This is an optimization exercise on Yosys and OpenROAD, whose aim is small area and a short achievable clock period, not a production implementation. RTL that was checked went through simulation tests only; none was proved equivalent to the original. Power figures rest on the tool's default switching activity, not on a simulated workload.

==> flow/design.v (excerpt) <==
module vga_controller(
    input clk_148MHz,
    input reset,
    input [11:0] sw,
    input btnU,
    input btnD,
    input btnR,
    input btnL,
    output hsync,
    output vsync,
    output video_on,
    output reg [11:0] h_count_reg,
    output [11:0] v_count_reg,
    output [3:0] vgaRed,
    output [3:0] vgaGreen,
    output [3:0] vgaBlue
);
For scale: ~1100 cells after synthesis, ~81 flip-flops, about 57 I/O pins.
==> flow/config.mk <==
export PLATFORM = sky130hd
export DESIGN_NAME = vga_controller
export DESIGN_NICKNAME = vga_controller
export VERILOG_FILES = /design/flow/design.v
export SDC_FILE = /design/flow/constraint.sdc
export NUM_CORES = 4
export LEC_CHECK = 0
export CAP_MARGIN = 20
export CORE_MARGIN = 2
export CORE_UTILIZATION = 60
export SLEW_MARGIN = 20
export SYNTH_HIERARCHICAL = 1
export SYNTH_MINIMUM_KEEP_SIZE = 0
==> flow/constraint.sdc <==
create_clock -name core_clock -period 10.0 [get_ports {clk_148MHz}]
set_input_delay 2.0000 -clock core_clock [delete_from_list [all_inputs] [get_ports {clk_148MHz}]]
set_output_delay 2.0000 -clock core_clock [all_outputs]
set_load 0.01 [all_outputs]
standard.sh (not shown) runs the stock make flow with config.mk's settings and CLKGATE_MAP_FILE= SYNTH_SCRIPT=/design/flow/synth_recipe.tcl, a recipe that flattens the netlist after the stock synthesis.
==> flow/flow/run.sh <==
#!/bin/bash
# Standard ORFS layout; smaller port buffers, a smaller clock tree without dummy loads,
# and a timing-repair margin of 6 ns (the SDC is unchanged).
bash standard.sh SETUP_SLACK_MARGIN=6 \
  "BUFFER_PORTS_ARGS=-buffer_cell sky130_fd_sc_hd__buf_2" \
  "CTS_ARGS=-sink_clustering_enable -repair_clock_nets -dont_use_dummy_load -buf_list sky130_fd_sc_hd__clkbuf_8 -sink_clustering_size 30" \
  finish > standard_run.log 2>&1
Edit:
--- a/flow/flow/run.sh
+++ b/flow/flow/run.sh
@@ -2,4 +2,4 @@
 # Standard ORFS layout; smaller port buffers, a smaller clock tree without dummy loads,
-# and a timing-repair margin of 6 ns (the SDC is unchanged).
-bash standard.sh SETUP_SLACK_MARGIN=6 \
+# and a timing-repair margin of 7 ns (the SDC is unchanged).
+bash standard.sh SETUP_SLACK_MARGIN=7 \
   "BUFFER_PORTS_ARGS=-buffer_cell sky130_fd_sc_hd__buf_2" \
=> Via count climbs by 12%. Core utilization goes up by 13 points. Routed wire length goes up by 17%.
No functional check of the RTL was part of any run of this note.

* * *

vga_controller, a different RTL version from the one above (not shown whole).
Size in the first run: about 820 cells after synthesis, roughly 68 flip-flops.
==> flow/config.mk <==
export PLATFORM = sky130hd
export DESIGN_NAME = vga_controller
export DESIGN_NICKNAME = vga_controller
export VERILOG_FILES = /design/flow/design.v
export SDC_FILE = /design/flow/constraint.sdc
export NUM_CORES = 4
export LEC_CHECK = 0
export ABC_AREA = 1
export CAP_MARGIN = 20
export CORE_MARGIN = 2
export CORE_UTILIZATION = 60
export SLEW_MARGIN = 20
==> flow/constraint.sdc <==
create_clock -name core_clock -period 10.0 [get_ports {clk_148MHz}]
set_input_delay 2.0000 -clock core_clock [delete_from_list [all_inputs] [get_ports {clk_148MHz}]]
set_output_delay 2.0000 -clock core_clock [all_outputs]
set_load 0.01 [all_outputs]
==> flow/flow/run.sh <==
#!/bin/bash
# Standard ORFS layout; smaller port buffers, a smaller clock tree without dummy loads,
# and a timing-repair margin of 6.5 ns (the SDC is unchanged).
bash standard.sh SETUP_SLACK_MARGIN=6.5 \
  "BUFFER_PORTS_ARGS=-buffer_cell sky130_fd_sc_hd__buf_2" \
  "CTS_ARGS=-sink_clustering_enable -repair_clock_nets -dont_use_dummy_load -buf_list sky130_fd_sc_hd__clkbuf_8 -sink_clustering_size 30" \
  finish > standard_run.log 2>&1
Next try:
--- a/flow/flow/run.sh
+++ b/flow/flow/run.sh
@@ -2,4 +2,4 @@
 # Standard ORFS layout; smaller port buffers, a smaller clock tree without dummy loads,
-# and a timing-repair margin of 6.5 ns (the SDC is unchanged).
-bash standard.sh SETUP_SLACK_MARGIN=6.5 \
+# and a timing-repair margin of 6 ns (the SDC is unchanged).
+bash standard.sh SETUP_SLACK_MARGIN=6 \
   "BUFFER_PORTS_ARGS=-buffer_cell sky130_fd_sc_hd__buf_2" \
Wire length is lower by 2.2%.
Sequential cell count stays the same.
Clock-buffer cell count does not change.
Sequential power stays flat.
Final cell count decreases by 1.9%.
Synthesized cell count stays the same.
Die area is unchanged.
Cell area decreases by 5.2%.
Worst hold slack got worse by 0.029 ns.
Core utilization shrinks by 3.9 points.
Next try:
--- a/flow/config.mk
+++ b/flow/config.mk
@@ -7,3 +7,2 @@
 export LEC_CHECK = 0
-export ABC_AREA = 1
 export CAP_MARGIN = 20
Outcome:
- first-iteration DRC count went down by 17%
- cell count drops by 9.9%
- worst hold slack improves by 0.050 ns
- total power climbs by 25%
- routed wire length grows by 5.8%
- fmax decreases by 9.8%
- cell area rose by 7.9%

* * *

## run A
Another version of the RTL of vga_controller (not shown whole).
==> flow/design.v (excerpt) <==
module vga_controller(
    input clk_148MHz,
    input reset,
    input [11:0] sw,
    input btnU,
    input btnD,
    input btnR,
    input btnL,
    output hsync,
    output vsync,
    output video_on,
    output reg [11:0] h_count_reg,
    output [11:0] v_count_reg,
    output [3:0] vgaRed,
    output [3:0] vgaGreen,
    output [3:0] vgaBlue
);
    function lt12;
        input [11:0] x;
        input [11:0] k;
        integer i;
        reg r;
        begin
            r = 1'b0;
            for (i = 0; i < 12; i = i + 1)
                r = k[i] ? (~x[i] | r) : (~x[i] & r);
            lt12 = r;
        end
    endfunction
    reg [10:0] v;           
    reg [9:0]  lfsr;        
    reg [10:0] ch;          
    reg [9:0]  cv;          
    reg [9:0]  ya;          
    reg        ys;          
    reg        r3, g3, b3;
    wire [11:0] h = h_count_reg;
    assign v_count_reg = {1'b0, v};
    wire h_end  = h[11] & h[7] & h[4] & h[3];              
    wire v_end  = v[10] & v[6] & v[5] & v[2] & v[0];       
    wire f_end  = h_end & v_end;
    wire move   = (lfsr == 10'b0101100100);
    wire [11:0] h_inc = h + 12'd1;
    wire [11:0] h_n = h_inc & ~({12{h_end}} & 12'b100010011001);
    wire [10:0] v_inc = v + 11'd1;
  ...
Settings: LEC_CHECK=0, ABC_AREA=1, CAP_MARGIN=20, CORE_MARGIN=2, CORE_UTILIZATION=60, SLEW_MARGIN=20; clock period 10.0 ns.
==> flow/flow/run.sh <==
#!/bin/bash
# Standard ORFS layout; smaller port buffers, a smaller clock tree without dummy loads,
# and a timing-repair margin of 6 ns (the SDC is unchanged).
bash standard.sh SETUP_SLACK_MARGIN=6 \
  "BUFFER_PORTS_ARGS=-buffer_cell sky130_fd_sc_hd__buf_2" \
  "CTS_ARGS=-sink_clustering_enable -repair_clock_nets -dont_use_dummy_load -buf_list sky130_fd_sc_hd__clkbuf_8 -sink_clustering_size 100 -sink_clustering_max_diameter 500" \
  finish > standard_run.log 2>&1
The following lists how run B was set up differently from run A:
# run A
export LEC_CHECK = 0
export ABC_AREA = 1
export CAP_MARGIN = 20
export CORE_MARGIN = 2
export CORE_UTILIZATION = 60
export SLEW_MARGIN = 20
create_clock -name core_clock -period 10.0 [get_ports {clk_148MHz}]
# run B
export LEC_CHECK = 0
export CAP_MARGIN = 20
export CORE_MARGIN = 2
export CORE_UTILIZATION = 60
export SLEW_MARGIN = 20
create_clock -name core_clock -period 10.0 [get_ports {clk_148MHz}]
==> flow/flow/run.sh <==
#!/bin/bash
# Standard ORFS layout; smaller port buffers, a smaller clock tree without dummy loads,
# and a timing-repair margin of 5 ns (the SDC is unchanged).
bash standard.sh SETUP_SLACK_MARGIN=5 \
  "BUFFER_PORTS_ARGS=-buffer_cell sky130_fd_sc_hd__buf_2" \
  "CTS_ARGS=-sink_clustering_enable -repair_clock_nets -dont_use_dummy_load -buf_list sky130_fd_sc_hd__clkbuf_8 -sink_clustering_size 30" \
  finish > standard_run.log 2>&1
Findings:
When the final numbers for run B and run A were put side by side, the maximum resistive drop on vdd turned out to be greater in run A.
Looking at wire length of the first global-routing pass across both flows, run B is the stronger of the two, with run A trailing.
Compared with run A, run B shows mean routed wirelength per cell that has gone up by more than 10%.
Run B vs. run A: worst hold slack now larger, number of fill cells in the layout now smaller, placement row count now smaller.
Most common cell after layout, fill and taps aside = sky130_fd_sc_hd__nor2_1: run B; most common cell after layout, fill and taps aside = sky130_fd_sc_hd__nand2_1: run A
[inputs] run C vs run B
# run B
export LEC_CHECK = 0
export CAP_MARGIN = 20
export CORE_MARGIN = 2
export CORE_UTILIZATION = 60
export SLEW_MARGIN = 20
create_clock -name core_clock -period 10.0 [get_ports {clk_148MHz}]
# run C
export LEC_CHECK = 0
export ABC_AREA = 1
export CAP_MARGIN = 20
export CORE_MARGIN = 2
export CORE_UTILIZATION = 60
export SLEW_MARGIN = 20
create_clock -name core_clock -period 10.0 [get_ports {clk_148MHz}]
==> flow/flow/run.sh <==
#!/bin/bash
# Standard ORFS layout; smaller port buffers, a smaller clock tree without dummy loads,
# and a timing-repair margin of 6 ns (the SDC is unchanged).
bash standard.sh SETUP_SLACK_MARGIN=6 \
  "BUFFER_PORTS_ARGS=-buffer_cell sky130_fd_sc_hd__buf_2" \
  "CTS_ARGS=-sink_clustering_enable -repair_clock_nets -dont_use_dummy_load -buf_list sky130_fd_sc_hd__clkbuf_16 -sink_clustering_size 100 -sink_clustering_max_diameter 500" \
  finish > standard_run.log 2>&1
Results
Run B reached the final stage; the timing, design-rule and antenna checks on its layout passed. Both conditions hold for run C: the flow ran to the end and the final layout passed the timing, design-rule and antenna checks. Against run B, run C comes in 282 higher on number of placed cells counting well taps. Run B has lower utilization after layout than run C. Run C consumes more power than run B does. Between run C and run B, it is run C whose switching power as a share of total power is higher, by 2.8 points. Looking at worst-path cell with the longest stage delay, the sky130_fd_sc_hd__or4_1 result is from run B; the sky130_fd_sc_hd__dfrtp_1 one comes from run C. From run B to run C, clock net sink count did not move at all. Comparing run B and run C, the higher power drawn by the combinational cells was measured on run C. Run C reports its dominant power group as combinational cells while run B reports sequential cells.

-- port drivers added, routing unchanged --
Ports are ideal in the flow. The routed layouts listed here were re-timed in OpenROAD.
Step 1 (the two cells are an assumption about what drives the block):
set clk [get_ports {clk_148MHz}]
set_driving_cell -lib_cell sky130_fd_sc_hd__clkbuf_16 $clk
set_driving_cell -lib_cell sky130_fd_sc_hd__buf_2 [delete_from_list [all_inputs] $clk]
Step 2 adds t to the input delays and takes it off the output delays; t is the mean of the earliest and latest rising clock arrival at the registers after step 1. Input paths then give back, and output paths get back, about the clock's delay inside the block.
Slacks: ideal / step 1 / step 2; pairs: ideal / step 1.
run	t, ns	setup WS [ns]	worst hold slack (ns)	worst data-port slew with drivers (ns)	cell pins on the clock port's net
the first run of note 1	0.396	6.033 / 5.996 / 5.839	0.512 / 0.512 / 0.512	0.05	1
the second run of note 1	0.400	6.181 / 6.146 / 6.181	0.510 / 0.510 / 0.510	0.04	1
the first run of note 2	0.374	6.176 / 6.176 / 5.808	0.508 / 0.508 / 0.508	0.06	1
the second run of note 2	0.366	6.107 / 6.098 / 5.732	0.479 / 0.479 / 0.479	0.06	1
the third run of note 2	0.375	5.683 / 5.683 / 5.387	0.529 / 0.529 / 0.529	0.08	1
run A	0.404	6.168 / 6.132 / 5.794	0.494 / 0.494 / 0.494	0.04	1
run B	0.396	5.245 / 5.245 / 5.245	0.508 / 0.508 / 0.508	0.04	1
run C	0.385	6.155 / 6.112 / 5.784	0.489 / 0.489 / 0.489	0.04	1
After both steps every run listed still meets setup and hold. For the second run of note 2, which loses most, drivers alone change the setup slack by -0.009 ns; drivers and shift together by -0.375 ns.
